This is an optimization exercise on Yosys and OpenROAD, whose aim is small area, not a production implementation.
RTL that was checked went through simulation tests only; none was proved equivalent to the original.

==> inputs of job 6731 <==
Design ok_stream_tester, start of the top module:
module ok_stream_tester(
	input  wire        clk,
	input  wire        rst,
	input  wire        start_timer,
	input  wire        stop_timer,
	input  wire        reset_pattern,
	input  wire [31:0] pattern,
	input  wire        src_almost_full,
	output wire [63:0] src_data,
	output reg         src_valid,
	input  wire        snk_empty,
	output wire        snk_rd_en,
	input  wire        snk_valid,
	input  wire [63:0] snk_data,
	output reg  [63:0] clk_counts,
	output reg         timer_on,
	output wire [31:0] error_count
);
==> module dataGenerator, before the edit <==
module dataGenerator(
    input  wire        clk,
    input  wire [3:0]  psel,      
    input  wire        restart,
    input  wire        advance,
    output reg  [63:0] v
);
wire p0 = psel[0];
wire p1 = psel[1];
wire p2 = psel[2];
wire p3 = psel[3];
wire [64:0] c;
assign c[0] = advance & p1;
genvar i;
generate
    for (i = 1; i <= 64; i = i + 1) begin : chain
        if (i % 8 == 0 && i < 64)
            assign c[i] = c[i-1] & v[i-1] & ~p0;
        else if (i % 8 == 3)
            assign c[i] = (c[i-1] & v[i-1]) | (advance & p0);
        else if (i == 4 || i == 28)
            assign c[i] = (c[i-1] & v[i-1]) | (advance & p3);
        else
            assign c[i] = c[i-1] & v[i-1];
    end
endgenerate
wire [63:0] t = v ^ c[63:0];
wire       ch_max   = c[12];           
wire       ts_max   = c[64];           
wire       marker   = ~|v[3:0];        
wire [3:0] id       = v[3:0];
wire [3:0] id_next  = ch_max ? ((id == 4'hE) ? 4'h1 : id + 4'h1) : id;
reg [63:0] n;
always @* begin
    n = t;
    if (advance & p2)
        n = {v[62:0], v[63]};
    if (advance & p3) begin
        n[3:0]   = id_next;
        n[4]     = t[4] | ch_max;
        n[12]    = (v[23] ^ v[17] ^ v[15]) | marker;
        n[27:13] = v[26:12];
        n[28]    = t[28] | ts_max;
    end
end
reg [63:0] k;
always @* begin
    k = 64'd0;
    if (advance) begin
        if (p0) k = 64'h0706050403020100;
        if (p2) k = 64'h0000000000000001;
        if (p3) k = {36'h000000001, 16'h0123, 8'h01, 4'h1};
    end else begin
        if (p0) k = 64'hFFFEFDFCFBFAF9F8;
        if (p1) k = 64'hFFFFFFFFFFFFFFFF;
        if (p2) k = 64'h8000000000000000;
        if (p3) k = {36'hFFFFFFFFF, 16'h8091, 8'hFF, 4'h0};
    end
end
always @(posedge clk)
    v <= (restart & (|psel)) ? k : n;
endmodule
==> module checkData, before the edit <==
module checkData(
    input  wire        clk,
    input  wire [63:0] data_to_check,
    input  wire [3:0]  psel,
    input  wire        reset_err_counter,
    input  wire        reset_pattern,
    input  wire        check_for_errors,
    input  wire        enable_pattern,
    output reg  [31:0] error_count
);
wire [63:0] correct_data;
wire [63:0] diff = data_to_check ^ correct_data;
wire mismatch = (|diff[27:0]) | (~psel[3] & (|diff[63:28]));
wire inc = check_for_errors & mismatch;
always @(posedge clk) begin
    if (inc)
        error_count <= error_count + 32'd1;
    else if (reset_err_counter)
        error_count <= 32'd0;
end
dataGenerator dataGenCheck(
    .clk(clk),
    .psel(psel),
    .restart(reset_pattern),
    .advance(enable_pattern),
    .v(correct_data)
);
endmodule
==> module ok_stream_tester, before the edit <==
module ok_stream_tester(
	input  wire        clk,
	input  wire        rst,
	input  wire        start_timer,
	input  wire        stop_timer,
	input  wire        reset_pattern,
	input  wire [31:0] pattern,
	input  wire        src_almost_full,
	output wire [63:0] src_data,
	output reg         src_valid,
	input  wire        snk_empty,
	output wire        snk_rd_en,
	input  wire        snk_valid,
	input  wire [63:0] snk_data,
	output reg  [63:0] clk_counts,
	output reg         timer_on,
	output wire [31:0] error_count
);
wire [63:0] generated_data;
wire        enable_gener = timer_on & ~src_almost_full;
wire        count        = start_timer | timer_on;
wire        known = ~|pattern[31:2];
wire [3:0]  psel  = {4{known}} & {pattern[1:0] == 2'd3, pattern[1:0] == 2'd2,
                                  pattern[1:0] == 2'd1, pattern[1:0] == 2'd0};
assign src_data  = {generated_data[31:0], generated_data[63:32]};
assign snk_rd_en = ~snk_empty;
always @(posedge clk) begin
	if (count)
		clk_counts <= clk_counts + 64'd1;
	else if (rst)
		clk_counts <= 64'd0;
	timer_on  <= ~stop_timer & (start_timer | (timer_on & ~rst));
	src_valid <= enable_gener;
end
dataGenerator generateData (
	.clk(clk),
	.psel(psel),
	.restart(reset_pattern),
	.advance(enable_gener),
	.v(generated_data)
);
checkData checkDataFromPipeIn (
	.clk(clk),
	.data_to_check({snk_data[31:0], snk_data[63:32]}),
	.psel(psel),
	.reset_err_counter(rst),
	.reset_pattern(reset_pattern),
	.check_for_errors(snk_valid),
	.enable_pattern(snk_rd_en),
	.error_count(error_count)
);
endmodule
clock: 10.0 ns
lec_check: 0
cap_margin: 20
core_margin: 2
core_utilization: 40
slew_margin: 20
run.sh (not shown) runs the stock make flow with config.mk's settings and CLKGATE_MAP_FILE= SYNTH_SCRIPT=/design/flow/synth_recipe.tcl, a recipe that flattens the netlist after the stock synthesis.
==> job 8472 (differences from job 6731) <==
--- a/flow/design.v
+++ b/flow/design.v
@@ -9,22 +9,40 @@
 wire p1 = psel[1];
 wire p2 = psel[2];
 wire p3 = psel[3];
-wire [64:0] c;
-assign c[0] = advance & p1;
-genvar i;
+wire a0 = advance & p0;
+wire a1 = advance & p1;
+wire a2 = advance & p2;
+wire a3 = advance & p3;
+wire [3:0] blk_ones;
+genvar i, b;
 generate
-    for (i = 1; i <= 64; i = i + 1) begin : chain
-        if (i % 8 == 0 && i < 64)
-            assign c[i] = c[i-1] & v[i-1] & ~p0;
-        else if (i % 8 == 3)
-            assign c[i] = (c[i-1] & v[i-1]) | (advance & p0);
-        else if (i == 4 || i == 28)
-            assign c[i] = (c[i-1] & v[i-1]) | (advance & p3);
-        else
-            assign c[i] = c[i-1] & v[i-1];
+    for (b = 0; b < 4; b = b + 1) begin : ones
+        assign blk_ones[b] = &v[16*b+15:16*b];
     end
 endgenerate
-wire [63:0] t = v ^ c[63:0];
+wire [4:0] cb;                                  
+assign cb[0] = a1 | (a2 & v[63]);
+assign cb[1] = (cb[0] & blk_ones[0]) | (a2 & v[15]);
+assign cb[2] = (cb[1] & blk_ones[1]) | (a2 & v[31]) | (a3 & (&v[31:28]));
+assign cb[3] = (cb[2] & blk_ones[2]) | (a2 & v[47]);
+assign cb[4] = cb[3] & blk_ones[3];
+wire [64:0] c;                                  
+wire [63:0] ci = c[63:0] | ({64{a2}} & v);     
+generate
+    for (i = 0; i <= 64; i = i + 1) begin : chain
+        if (i % 16 == 0)
+            assign c[i] = cb[i/16];
+        else if (i % 8 == 0)
+            assign c[i] = ci[i-1] & v[i-1] & ~p0;
+        else if (i % 8 == 3)
+            assign c[i] = (ci[i-1] & v[i-1]) | a0;
+        else if (i == 4 || i == 28)
+            assign c[i] = (ci[i-1] & v[i-1]) | a3;
+        else
+            assign c[i] = ci[i-1] & v[i-1];
+    end
+endgenerate
+wire [63:0] t = v ^ ci;
 wire       ch_max   = c[12];           
 wire       ts_max   = c[64];           
 wire       marker   = ~|v[3:0];        
@@ -33,8 +51,6 @@
 reg [63:0] n;
 always @* begin
     n = t;
-    if (advance & p2)
-        n = {v[62:0], v[63]};
     if (advance & p3) begin
         n[3:0]   = id_next;
         n[4]     = t[4] | ch_max;
@@ -68,18 +84,18 @@
     input  wire        reset_pattern,
     input  wire        check_for_errors,
     input  wire        enable_pattern,
-    output reg  [31:0] error_count
+    output wire [31:0] error_count
 );
 wire [63:0] correct_data;
 wire [63:0] diff = data_to_check ^ correct_data;
 wire mismatch = (|diff[27:0]) | (~psel[3] & (|diff[63:28]));
 wire inc = check_for_errors & mismatch;
-always @(posedge clk) begin
-    if (inc)
-        error_count <= error_count + 32'd1;
-    else if (reset_err_counter)
-        error_count <= 32'd0;
-end
+skip_counter #(.W(32)) errors (
+    .clk(clk),
+    .inc(inc),
+    .clr(reset_err_counter),
+    .q(error_count)
+);
 dataGenerator dataGenCheck(
     .clk(clk),
     .psel(psel),
@@ -102,7 +118,7 @@
 	output wire        snk_rd_en,
 	input  wire        snk_valid,
 	input  wire [63:0] snk_data,
-	output reg  [63:0] clk_counts,
+	output wire [63:0] clk_counts,
 	output reg         timer_on,
 	output wire [31:0] error_count
 );
@@ -114,11 +130,13 @@
                                   pattern[1:0] == 2'd1, pattern[1:0] == 2'd0};
 assign src_data  = {generated_data[31:0], generated_data[63:32]};
 assign snk_rd_en = ~snk_empty;
+skip_counter #(.W(64)) timer (
+	.clk(clk),
+	.inc(count),
+	.clr(rst),
+	.q(clk_counts)
+);
 always @(posedge clk) begin
-	if (count)
-		clk_counts <= clk_counts + 64'd1;
-	else if (rst)
-		clk_counts <= 64'd0;
 	timer_on  <= ~stop_timer & (start_timer | (timer_on & ~rst));
 	src_valid <= enable_gener;
 end
@@ -140,3 +158,29 @@
 	.error_count(error_count)
 );
 endmodule
+module skip_counter #(
+	parameter W = 64,
+	parameter B = 16
+) (
+	input  wire         clk,
+	input  wire         inc,
+	input  wire         clr,
+	output reg  [W-1:0] q
+);
+wire [W/B:0] cb;
+wire [W:0]   c;
+assign cb[0] = inc;
+genvar i, b;
+generate
+	for (b = 0; b < W/B; b = b + 1) begin : blk
+		assign cb[b+1] = cb[b] & (&q[B*b+B-1:B*b]);
+		assign c[B*b] = cb[b];
+		for (i = B*b + 1; i < B*b + B; i = i + 1) begin : bt
+			assign c[i] = c[i-1] & q[i-1];
+		end
+	end
+endgenerate
+wire keep = inc | ~clr;
+always @(posedge clk)
+	q <= (q ^ c[W-1:0]) & {W{keep}};
+endmodule
--- a/flow/config.mk
+++ b/flow/config.mk
@@ -7,5 +7,5 @@
 export LEC_CHECK = 0
 export CAP_MARGIN = 20
 export CORE_MARGIN = 2
-export CORE_UTILIZATION = 40
+export CORE_UTILIZATION = 70
 export SLEW_MARGIN = 20
==> flow_summary.toml <==
[critical_path]
required_ps = 10420
arrival_ps = 15880

[logic_synthesis]
syn-num-nets = 1739

[run_status]
outcome = "complete, but fails checks"
check.faults = "negative setup slack"

[sta]
fin_ws_ps = -5456
setup_violations = 58
-- figures above: job 6731

==> flow_summary.toml <==
[logic_synthesis]
synth-xor-area-share_pct = 5.223
syn-num-nets = 1618

[critical_path]
arrival_ps = 9610
required_ps = 10410

[power]
p_leak_nw = 8.566

[sta]
fin_ws_ps = 796.7

[run_status]
outcome = "finished clean"

[clocking]
post_cts_buffers = 0
-- figures above: job 8472

Function not checked in job 8472: the RTL went through the layout flow alone.

separate check: timing with driven ports:
The flow's constraints put no driver on any port. The routed layouts listed below were extracted and timed again, unchanged, in two steps. Step 1, drivers: a clkbuf_16 drives clk and a buf_2 each remaining input, both assumed. Step 2 adds t to the input delays and takes it off the output delays; t is the mean of the earliest and latest rising clock arrival at the registers after step 1. Input paths then give back, and output paths get back, about the clock's delay inside the block. Slacks: ideal / step 1 / step 2; pairs: ideal / step 1.
| run | t (ns) | setup WS [ns] | hold slack, ns | worst setup path after step 2 | latest minus earliest clock arrival (ns) |
|---|---|---|---|---|---|
| job 6731 | 0.601 | -5.456 / -5.441 / -6.042 | 0.518 / 0.518 / 0.518 | input to register | 0.024 / 0.024 |
| job 8472 | 0.565 | 0.797 / 0.817 / 0.252 | 0.517 / 0.517 / 0.517 | input to register | 0.015 / 0.015 |
For job 6731, which loses most, drivers alone change the setup slack by +0.015 ns; drivers and shift together by -0.586 ns.
